What follows belongs to an exercise in optimizing a design on an open flow for small area; a production flow would make more cautious choices.
At most, simulation tests tie the RTL to the original design; equivalence was not proved.
The clock port is modelled as an ideal driver; clocking choices that lean on that would not hold on a real chip.

==> run A: inputs <==
// swerv_mul
module swerv_mul
  (
   input  logic        clk,
   input  logic        rst_l,        
   input  logic        valid,        
   input  logic        rs1_sign,     
   input  logic        rs2_sign,     
   input  logic        low,          
   input  logic [31:0] a,
   input  logic [31:0] b,
   input  logic        freeze,       
   output logic [31:0] out
   );
export LEC_CHECK = 0
export CAP_MARGIN = 20
export CORE_MARGIN = 2
export CORE_UTILIZATION = 70
export PLACE_DENSITY = 0.85
export SLEW_MARGIN = 20
export SYNTH_HIERARCHICAL = 1
export SYNTH_MINIMUM_KEEP_SIZE = 0
create_clock -name core_clock -period 8.0 [get_ports {clk}]
standard.sh (not shown) runs the stock make flow with config.mk's settings and CLKGATE_MAP_FILE= SYNTH_SCRIPT=/design/flow/synth_recipe.tcl, a recipe that flattens the netlist after the stock synthesis.
==> flow/flow/run.sh <==
#!/bin/bash
# Standard ORFS layout with three changes: the port buffers are the smallest
# buffer cell, CTS uses clkbuf_8 and no dummy loads, and after CTS the
# resizer's power recovery downsizes cells that have setup slack to spare.
set -euo pipefail
here=$(pwd)
bash standard.sh \
  "BUFFER_PORTS_ARGS=-buffer_cell sky130_fd_sc_hd__buf_1" \
  "CTS_ARGS=-sink_clustering_enable -repair_clock_nets -buf_list sky130_fd_sc_hd__clkbuf_8 -dont_use_dummy_load" \
  "POST_CTS_TCL=$here/flow/post_cts.tcl" \
  finish > standard_flow.log 2>&1
==> flow/flow/post_cts.tcl <==
# Downsize cells on paths with setup slack to spare, then re-legalize.
estimate_parasitics -placement
repair_timing -recover_power 100 -setup_margin 0.1 -verbose
detailed_placement
check_placement -verbose
==> inputs of run H, as changes to run A <==
==> flow/flow/run.sh (replaced) <==
#!/bin/bash
# Standard ORFS layout, except that the port buffers are the smallest buffer
# cell instead of the default delay buffer.
set -euo pipefail
bash standard.sh "BUFFER_PORTS_ARGS=-buffer_cell sky130_fd_sc_hd__buf_1" finish > standard_flow.log 2>&1
Settings changed: CTS_BUF_LIST from default to sky130_fd_sc_hd__clkbuf_8, CTS_CLUSTER_DIAMETER from default to 100, CTS_CLUSTER_SIZE from default to 30, PLACE_DENSITY 0.85 to default.
removed: flow/flow/post_cts.tcl
==> summary of the runs <==
Core utilization: run H is higher than run A (0.49 points). In synthesized area, run H and run A do not differ. In synthesized cell count, run H and run A do not differ. Cell area: run H is higher than run A (about 0.6%). Of run H and run A, run H has the higher final cell count (gap about 0.27%, measured against run A). First-iteration DRC count is about the same in run A and run H. Run H ran to the end with no violations. Run A finished with timing, DRC and antenna clean. Against run H, the routed wire length of run A is smaller by 1.6%. Of run H and run A, run A has the higher sequential share of layout area (gap 0.084 points). Against run A, the critical path depth of run H is higher by 1.

==> amber <==
Another version of the RTL of swerv_mul (not shown whole).
export LEC_CHECK = 0
export CAP_MARGIN = 20
export CORE_MARGIN = 2
export CORE_UTILIZATION = 40
export SLEW_MARGIN = 20
export SYNTH_HIERARCHICAL = 1
export SYNTH_MINIMUM_KEEP_SIZE = 0
create_clock -name core_clock -period 8.0 [get_ports {clk}]
==> flow/flow/run.sh <==
#!/bin/bash
# Standard ORFS layout, except that the port buffers are the smallest buffer
# cell instead of the default delay buffer.
set -euo pipefail
bash standard.sh "BUFFER_PORTS_ARGS=-buffer_cell sky130_fd_sc_hd__buf_1" finish > standard_flow.log 2>&1
==> zinc: changes against amber <==
--- a/flow/design.v
+++ b/flow/design.v
@@ -4311,15 +4311,15 @@
    assign s1057 = pp15_33 ^ pp16_31 ^ c1054;
    wire [63:0] fx = {s1057, s1055, s1051, c1042, s1041, s1035, c1020, c1010, c1000, s999, s987, c962, c948, c932, c916, c898, c880, s879, s859, c818, c796, c772, c748, c722, c696, c668, c640, c610, c578, c546, c514, c482, c452, c422, c394, c366, c340, c314, c290, c266, c244, c222, c202, c182, c164, c146, c130, c114, c100, c86, c74, c62, c52, c42, c34, c26, c20, c14, c10, s9, s5, s3, pp0_1, neg0};
    wire [63:0] fy = {c1056, c1052, c1048, s1047, c1036, c1028, s1027, s1019, s1009, c988, c976, s975, s961, s947, s931, s915, s897, c860, c840, s839, s817, s795, s771, s747, s721, s695, s667, s639, s609, s577, s545, s513, s481, s451, s421, s393, s365, s339, s313, s289, s265, s243, s221, s201, s181, s163, s145, s129, s113, s99, s85, s73, s61, s51, s41, s33, s25, s19, s13, c6, 1'b0, 1'b0, 1'b0, pp0_0};
    wire [64:0] rc;
    assign rc[0] = 1'b0;
    mul_fa rfa0 (.x(fx[0]), .y(fy[0]), .z(rc[0]), .s(P[0]), .c(rc[1]));
-   mul_fa rfa1 (.x(fx[1]), .y(fy[1]), .z(rc[1]), .s(P[1]), .c(rc[2]));
-   mul_fa rfa2 (.x(fx[2]), .y(fy[2]), .z(rc[2]), .s(P[2]), .c(rc[3]));
-   mul_fa rfa3 (.x(fx[3]), .y(fy[3]), .z(rc[3]), .s(P[3]), .c(rc[4]));
+   mul_ha rha1 (.x(fx[1]), .y(rc[1]), .s(P[1]), .c(rc[2]));
+   mul_ha rha2 (.x(fx[2]), .y(rc[2]), .s(P[2]), .c(rc[3]));
+   mul_ha rha3 (.x(fx[3]), .y(rc[3]), .s(P[3]), .c(rc[4]));
    mul_fa rfa4 (.x(fx[4]), .y(fy[4]), .z(rc[4]), .s(P[4]), .c(rc[5]));
    mul_fa rfa5 (.x(fx[5]), .y(fy[5]), .z(rc[5]), .s(P[5]), .c(rc[6]));
    wire [63:0] pg = fx & fy;
    wire [63:0] pp = fx ^ fy;
    assign G1058 = pg[7] | (pp[7] & pg[6]);
    assign Pp1059 = pp[7] & pp[6];
==> flow/config.mk (replaced) <==
export PLATFORM = sky130hd
export DESIGN_NAME = swerv_mul
export DESIGN_NICKNAME = swerv_mul
export VERILOG_FILES = /design/flow/design.v
export SDC_FILE = /design/flow/constraint.sdc
export NUM_CORES = 4
export LEC_CHECK = 0
export CAP_MARGIN = 20
export CORE_MARGIN = 2
export CORE_UTILIZATION = 60
export CTS_BUF_LIST = sky130_fd_sc_hd__clkbuf_8
export SLEW_MARGIN = 20
export SYNTH_HIERARCHICAL = 1
export SYNTH_MINIMUM_KEEP_SIZE = 0
==> comparison <==
Maximum frequency: zinc is lower than amber (0.75%).
Of amber and zinc, amber has the higher routed wire length (gap 3.0%, measured against zinc).
Between zinc and amber, the lower cell count is in zinc (gap about 8%, measured against amber).
Of amber and zinc, zinc has the higher sequential share of layout area (gap 0.25 points).
Between zinc and amber, the lower global-route usage is in amber (gap 14 points).
In flip-flop and latch count, amber and zinc do not differ.
Against zinc, the non-clock buffer count of amber is lower by 9.
First-iteration DRC count: zinc is larger than amber (about 27%).
Worst setup slack: amber is higher than zinc (0.058 ns).
The RTL of amber was laid out without a check of its function.

==> 01-16 <==
swerv_mul again, from the RTL that the note above started with.
Settings: LEC_CHECK=0, CAP_MARGIN=20, CORE_MARGIN=2, CORE_UTILIZATION=60, SLEW_MARGIN=20, SYNTH_HIERARCHICAL=1, SYNTH_MINIMUM_KEEP_SIZE=0; clock period 8.0 ns.
Scripts as last shown in full above: flow/flow/run.sh
==> inputs of 02-08, as changes to 01-16 <==
--- a/flow/design.v
+++ b/flow/design.v
@@ -4311,15 +4311,15 @@
    assign s1057 = pp15_33 ^ pp16_31 ^ c1054;
    wire [63:0] fx = {s1057, s1055, s1051, c1042, s1041, s1035, c1020, c1010, c1000, s999, s987, c962, c948, c932, c916, c898, c880, s879, s859, c818, c796, c772, c748, c722, c696, c668, c640, c610, c578, c546, c514, c482, c452, c422, c394, c366, c340, c314, c290, c266, c244, c222, c202, c182, c164, c146, c130, c114, c100, c86, c74, c62, c52, c42, c34, c26, c20, c14, c10, s9, s5, s3, pp0_1, neg0};
    wire [63:0] fy = {c1056, c1052, c1048, s1047, c1036, c1028, s1027, s1019, s1009, c988, c976, s975, s961, s947, s931, s915, s897, c860, c840, s839, s817, s795, s771, s747, s721, s695, s667, s639, s609, s577, s545, s513, s481, s451, s421, s393, s365, s339, s313, s289, s265, s243, s221, s201, s181, s163, s145, s129, s113, s99, s85, s73, s61, s51, s41, s33, s25, s19, s13, c6, 1'b0, 1'b0, 1'b0, pp0_0};
    wire [64:0] rc;
    assign rc[0] = 1'b0;
    mul_fa rfa0 (.x(fx[0]), .y(fy[0]), .z(rc[0]), .s(P[0]), .c(rc[1]));
-   mul_fa rfa1 (.x(fx[1]), .y(fy[1]), .z(rc[1]), .s(P[1]), .c(rc[2]));
-   mul_fa rfa2 (.x(fx[2]), .y(fy[2]), .z(rc[2]), .s(P[2]), .c(rc[3]));
-   mul_fa rfa3 (.x(fx[3]), .y(fy[3]), .z(rc[3]), .s(P[3]), .c(rc[4]));
+   mul_ha rha1 (.x(fx[1]), .y(rc[1]), .s(P[1]), .c(rc[2]));
+   mul_ha rha2 (.x(fx[2]), .y(rc[2]), .s(P[2]), .c(rc[3]));
+   mul_ha rha3 (.x(fx[3]), .y(rc[3]), .s(P[3]), .c(rc[4]));
    mul_fa rfa4 (.x(fx[4]), .y(fy[4]), .z(rc[4]), .s(P[4]), .c(rc[5]));
    mul_fa rfa5 (.x(fx[5]), .y(fy[5]), .z(rc[5]), .s(P[5]), .c(rc[6]));
    wire [63:0] pg = fx & fy;
    wire [63:0] pp = fx ^ fy;
    assign G1058 = pg[7] | (pp[7] & pg[6]);
    assign Pp1059 = pp[7] & pp[6];
==> flow/flow/run.sh (replaced) <==
#!/bin/bash
# Standard ORFS layout with three changes: the port buffers are the smallest
# buffer cell, CTS uses clkbuf_8 and no dummy loads, and after CTS the
# resizer's power recovery downsizes cells that have setup slack to spare.
set -euo pipefail
here=$(pwd)
bash standard.sh \
  "BUFFER_PORTS_ARGS=-buffer_cell sky130_fd_sc_hd__buf_1" \
  "CTS_ARGS=-sink_clustering_enable -repair_clock_nets -buf_list sky130_fd_sc_hd__clkbuf_8 -dont_use_dummy_load" \
  "POST_CTS_TCL=$here/flow/post_cts.tcl" \
  finish > standard_flow.log 2>&1
==> flow/flow/post_cts.tcl (new file) <==
# Downsize cells on paths with setup slack to spare, then re-legalize.
estimate_parasitics -placement
repair_timing -recover_power 100 -setup_margin 0.1 -verbose
detailed_placement
check_placement -verbose
==> inputs of 06-01, as changes to 01-16 <==
--- a/flow/design.v
+++ b/flow/design.v
@@ -4311,15 +4311,15 @@
    assign s1057 = pp15_33 ^ pp16_31 ^ c1054;
    wire [63:0] fx = {s1057, s1055, s1051, c1042, s1041, s1035, c1020, c1010, c1000, s999, s987, c962, c948, c932, c916, c898, c880, s879, s859, c818, c796, c772, c748, c722, c696, c668, c640, c610, c578, c546, c514, c482, c452, c422, c394, c366, c340, c314, c290, c266, c244, c222, c202, c182, c164, c146, c130, c114, c100, c86, c74, c62, c52, c42, c34, c26, c20, c14, c10, s9, s5, s3, pp0_1, neg0};
    wire [63:0] fy = {c1056, c1052, c1048, s1047, c1036, c1028, s1027, s1019, s1009, c988, c976, s975, s961, s947, s931, s915, s897, c860, c840, s839, s817, s795, s771, s747, s721, s695, s667, s639, s609, s577, s545, s513, s481, s451, s421, s393, s365, s339, s313, s289, s265, s243, s221, s201, s181, s163, s145, s129, s113, s99, s85, s73, s61, s51, s41, s33, s25, s19, s13, c6, 1'b0, 1'b0, 1'b0, pp0_0};
    wire [64:0] rc;
    assign rc[0] = 1'b0;
    mul_fa rfa0 (.x(fx[0]), .y(fy[0]), .z(rc[0]), .s(P[0]), .c(rc[1]));
-   mul_fa rfa1 (.x(fx[1]), .y(fy[1]), .z(rc[1]), .s(P[1]), .c(rc[2]));
-   mul_fa rfa2 (.x(fx[2]), .y(fy[2]), .z(rc[2]), .s(P[2]), .c(rc[3]));
-   mul_fa rfa3 (.x(fx[3]), .y(fy[3]), .z(rc[3]), .s(P[3]), .c(rc[4]));
+   mul_ha rha1 (.x(fx[1]), .y(rc[1]), .s(P[1]), .c(rc[2]));
+   mul_ha rha2 (.x(fx[2]), .y(rc[2]), .s(P[2]), .c(rc[3]));
+   mul_ha rha3 (.x(fx[3]), .y(rc[3]), .s(P[3]), .c(rc[4]));
    mul_fa rfa4 (.x(fx[4]), .y(fy[4]), .z(rc[4]), .s(P[4]), .c(rc[5]));
    mul_fa rfa5 (.x(fx[5]), .y(fy[5]), .z(rc[5]), .s(P[5]), .c(rc[6]));
    wire [63:0] pg = fx & fy;
    wire [63:0] pp = fx ^ fy;
    assign G1058 = pg[7] | (pp[7] & pg[6]);
    assign Pp1059 = pp[7] & pp[6];
Settings changed: CAP_MARGIN 20 to 0, CTS_BUF_LIST set to sky130_fd_sc_hd__clkbuf_8, SLEW_MARGIN 20 to 0.
==> inputs of 02-28, as changes to 01-16 <==
--- a/flow/design.v
+++ b/flow/design.v
@@ -4311,15 +4311,15 @@
    assign s1057 = pp15_33 ^ pp16_31 ^ c1054;
    wire [63:0] fx = {s1057, s1055, s1051, c1042, s1041, s1035, c1020, c1010, c1000, s999, s987, c962, c948, c932, c916, c898, c880, s879, s859, c818, c796, c772, c748, c722, c696, c668, c640, c610, c578, c546, c514, c482, c452, c422, c394, c366, c340, c314, c290, c266, c244, c222, c202, c182, c164, c146, c130, c114, c100, c86, c74, c62, c52, c42, c34, c26, c20, c14, c10, s9, s5, s3, pp0_1, neg0};
    wire [63:0] fy = {c1056, c1052, c1048, s1047, c1036, c1028, s1027, s1019, s1009, c988, c976, s975, s961, s947, s931, s915, s897, c860, c840, s839, s817, s795, s771, s747, s721, s695, s667, s639, s609, s577, s545, s513, s481, s451, s421, s393, s365, s339, s313, s289, s265, s243, s221, s201, s181, s163, s145, s129, s113, s99, s85, s73, s61, s51, s41, s33, s25, s19, s13, c6, 1'b0, 1'b0, 1'b0, pp0_0};
    wire [64:0] rc;
    assign rc[0] = 1'b0;
    mul_fa rfa0 (.x(fx[0]), .y(fy[0]), .z(rc[0]), .s(P[0]), .c(rc[1]));
-   mul_fa rfa1 (.x(fx[1]), .y(fy[1]), .z(rc[1]), .s(P[1]), .c(rc[2]));
-   mul_fa rfa2 (.x(fx[2]), .y(fy[2]), .z(rc[2]), .s(P[2]), .c(rc[3]));
-   mul_fa rfa3 (.x(fx[3]), .y(fy[3]), .z(rc[3]), .s(P[3]), .c(rc[4]));
+   mul_ha rha1 (.x(fx[1]), .y(rc[1]), .s(P[1]), .c(rc[2]));
+   mul_ha rha2 (.x(fx[2]), .y(rc[2]), .s(P[2]), .c(rc[3]));
+   mul_ha rha3 (.x(fx[3]), .y(rc[3]), .s(P[3]), .c(rc[4]));
    mul_fa rfa4 (.x(fx[4]), .y(fy[4]), .z(rc[4]), .s(P[4]), .c(rc[5]));
    mul_fa rfa5 (.x(fx[5]), .y(fy[5]), .z(rc[5]), .s(P[5]), .c(rc[6]));
    wire [63:0] pg = fx & fy;
    wire [63:0] pp = fx ^ fy;
    assign G1058 = pg[7] | (pp[7] & pg[6]);
    assign Pp1059 = pp[7] & pp[6];
==> out/results.txt <==
Outcome: complete, no violations
Ant. Diodes: 0
Startpoint of the lowest-slack register-to-register path: mul_e1.op_e1_ff.dout[5]
[end of results for 01-16]
==> out/results.txt <==
Worst-case hold path end point: mul_e1.res_e3_ff.dout[23]
Startpoint of the lowest-slack register-to-register path: mul_e1.op_e1_ff.dout[3]
Ant. Diodes: 2
Outcome: complete, no violations
Non-CTS inverters: 45
[end of results for 02-08]
==> out/results.txt <==
Startpoint of the lowest-slack register-to-register path: mul_e1.op_e1_ff.dout[5]
Commonest non-fill, non-tap cells in the layout: sky130_fd_sc_hd__xnor2_1 (586), sky130_fd_sc_hd__o22ai_1 (525), sky130_fd_sc_hd__fa_1 (464)
Most numerous cell on the critical path: sky130_fd_sc_hd__fa_1
Most used routing layer: met2
Crit path time final: 7.79 ns
Area overhead of the layout relative to synthesis: 12.4%
Outcome: complete, no violations
[end of results for 06-01]
==> out/results.txt <==
Count of unique library cells instantiated by Yosys: 51
Outcome: complete, no violations
Startpoint of the lowest-slack register-to-register path: mul_e1.op_e1_ff.dout[21]
Ant. Diodes: 1
[end of results for 02-28]
Function not checked in 01-16: the RTL went through the layout flow alone.

afterwards: timing with drivers on the ports:
Ports are ideal in the flow. The routed layouts listed here were re-timed in OpenROAD. Step 1 sets driving cells, clkbuf_16 on the clock port and buf_2 on the other inputs (assumed; they add their load-dependent delay and slew). Step 2, shift: input delay + t, output delay - t, t = (earliest + latest rising clock arrival at the registers) / 2. This alone moves slack from input paths to output paths. a / b / c = no drivers / after step 1 / after step 2; a / b = the first two.
run	shift t [ns]	slack for setup (ns)	worst setup path at the end	worst slew at a driven data input, ns
run A	0.549	0.225 / 0.225 / 0.225	register to register	0.07
run H	0.556	0.165 / 0.165 / 0.165	register to register	0.06
amber	0.548	0.269 / 0.269 / 0.269	register to register	0.04
zinc	0.592	0.211 / 0.211 / 0.211	register to register	0.05
01-16	0.544	0.323 / 0.323 / 0.323	register to register	0.05
02-08	0.563	0.201 / 0.201 / 0.201	register to register	0.06
06-01	0.592	0.211 / 0.211 / 0.211	register to register	0.05
02-28	0.526	0.253 / 0.253 / 0.253	register to register	0.05
After both steps setup and hold are still met in every run listed.
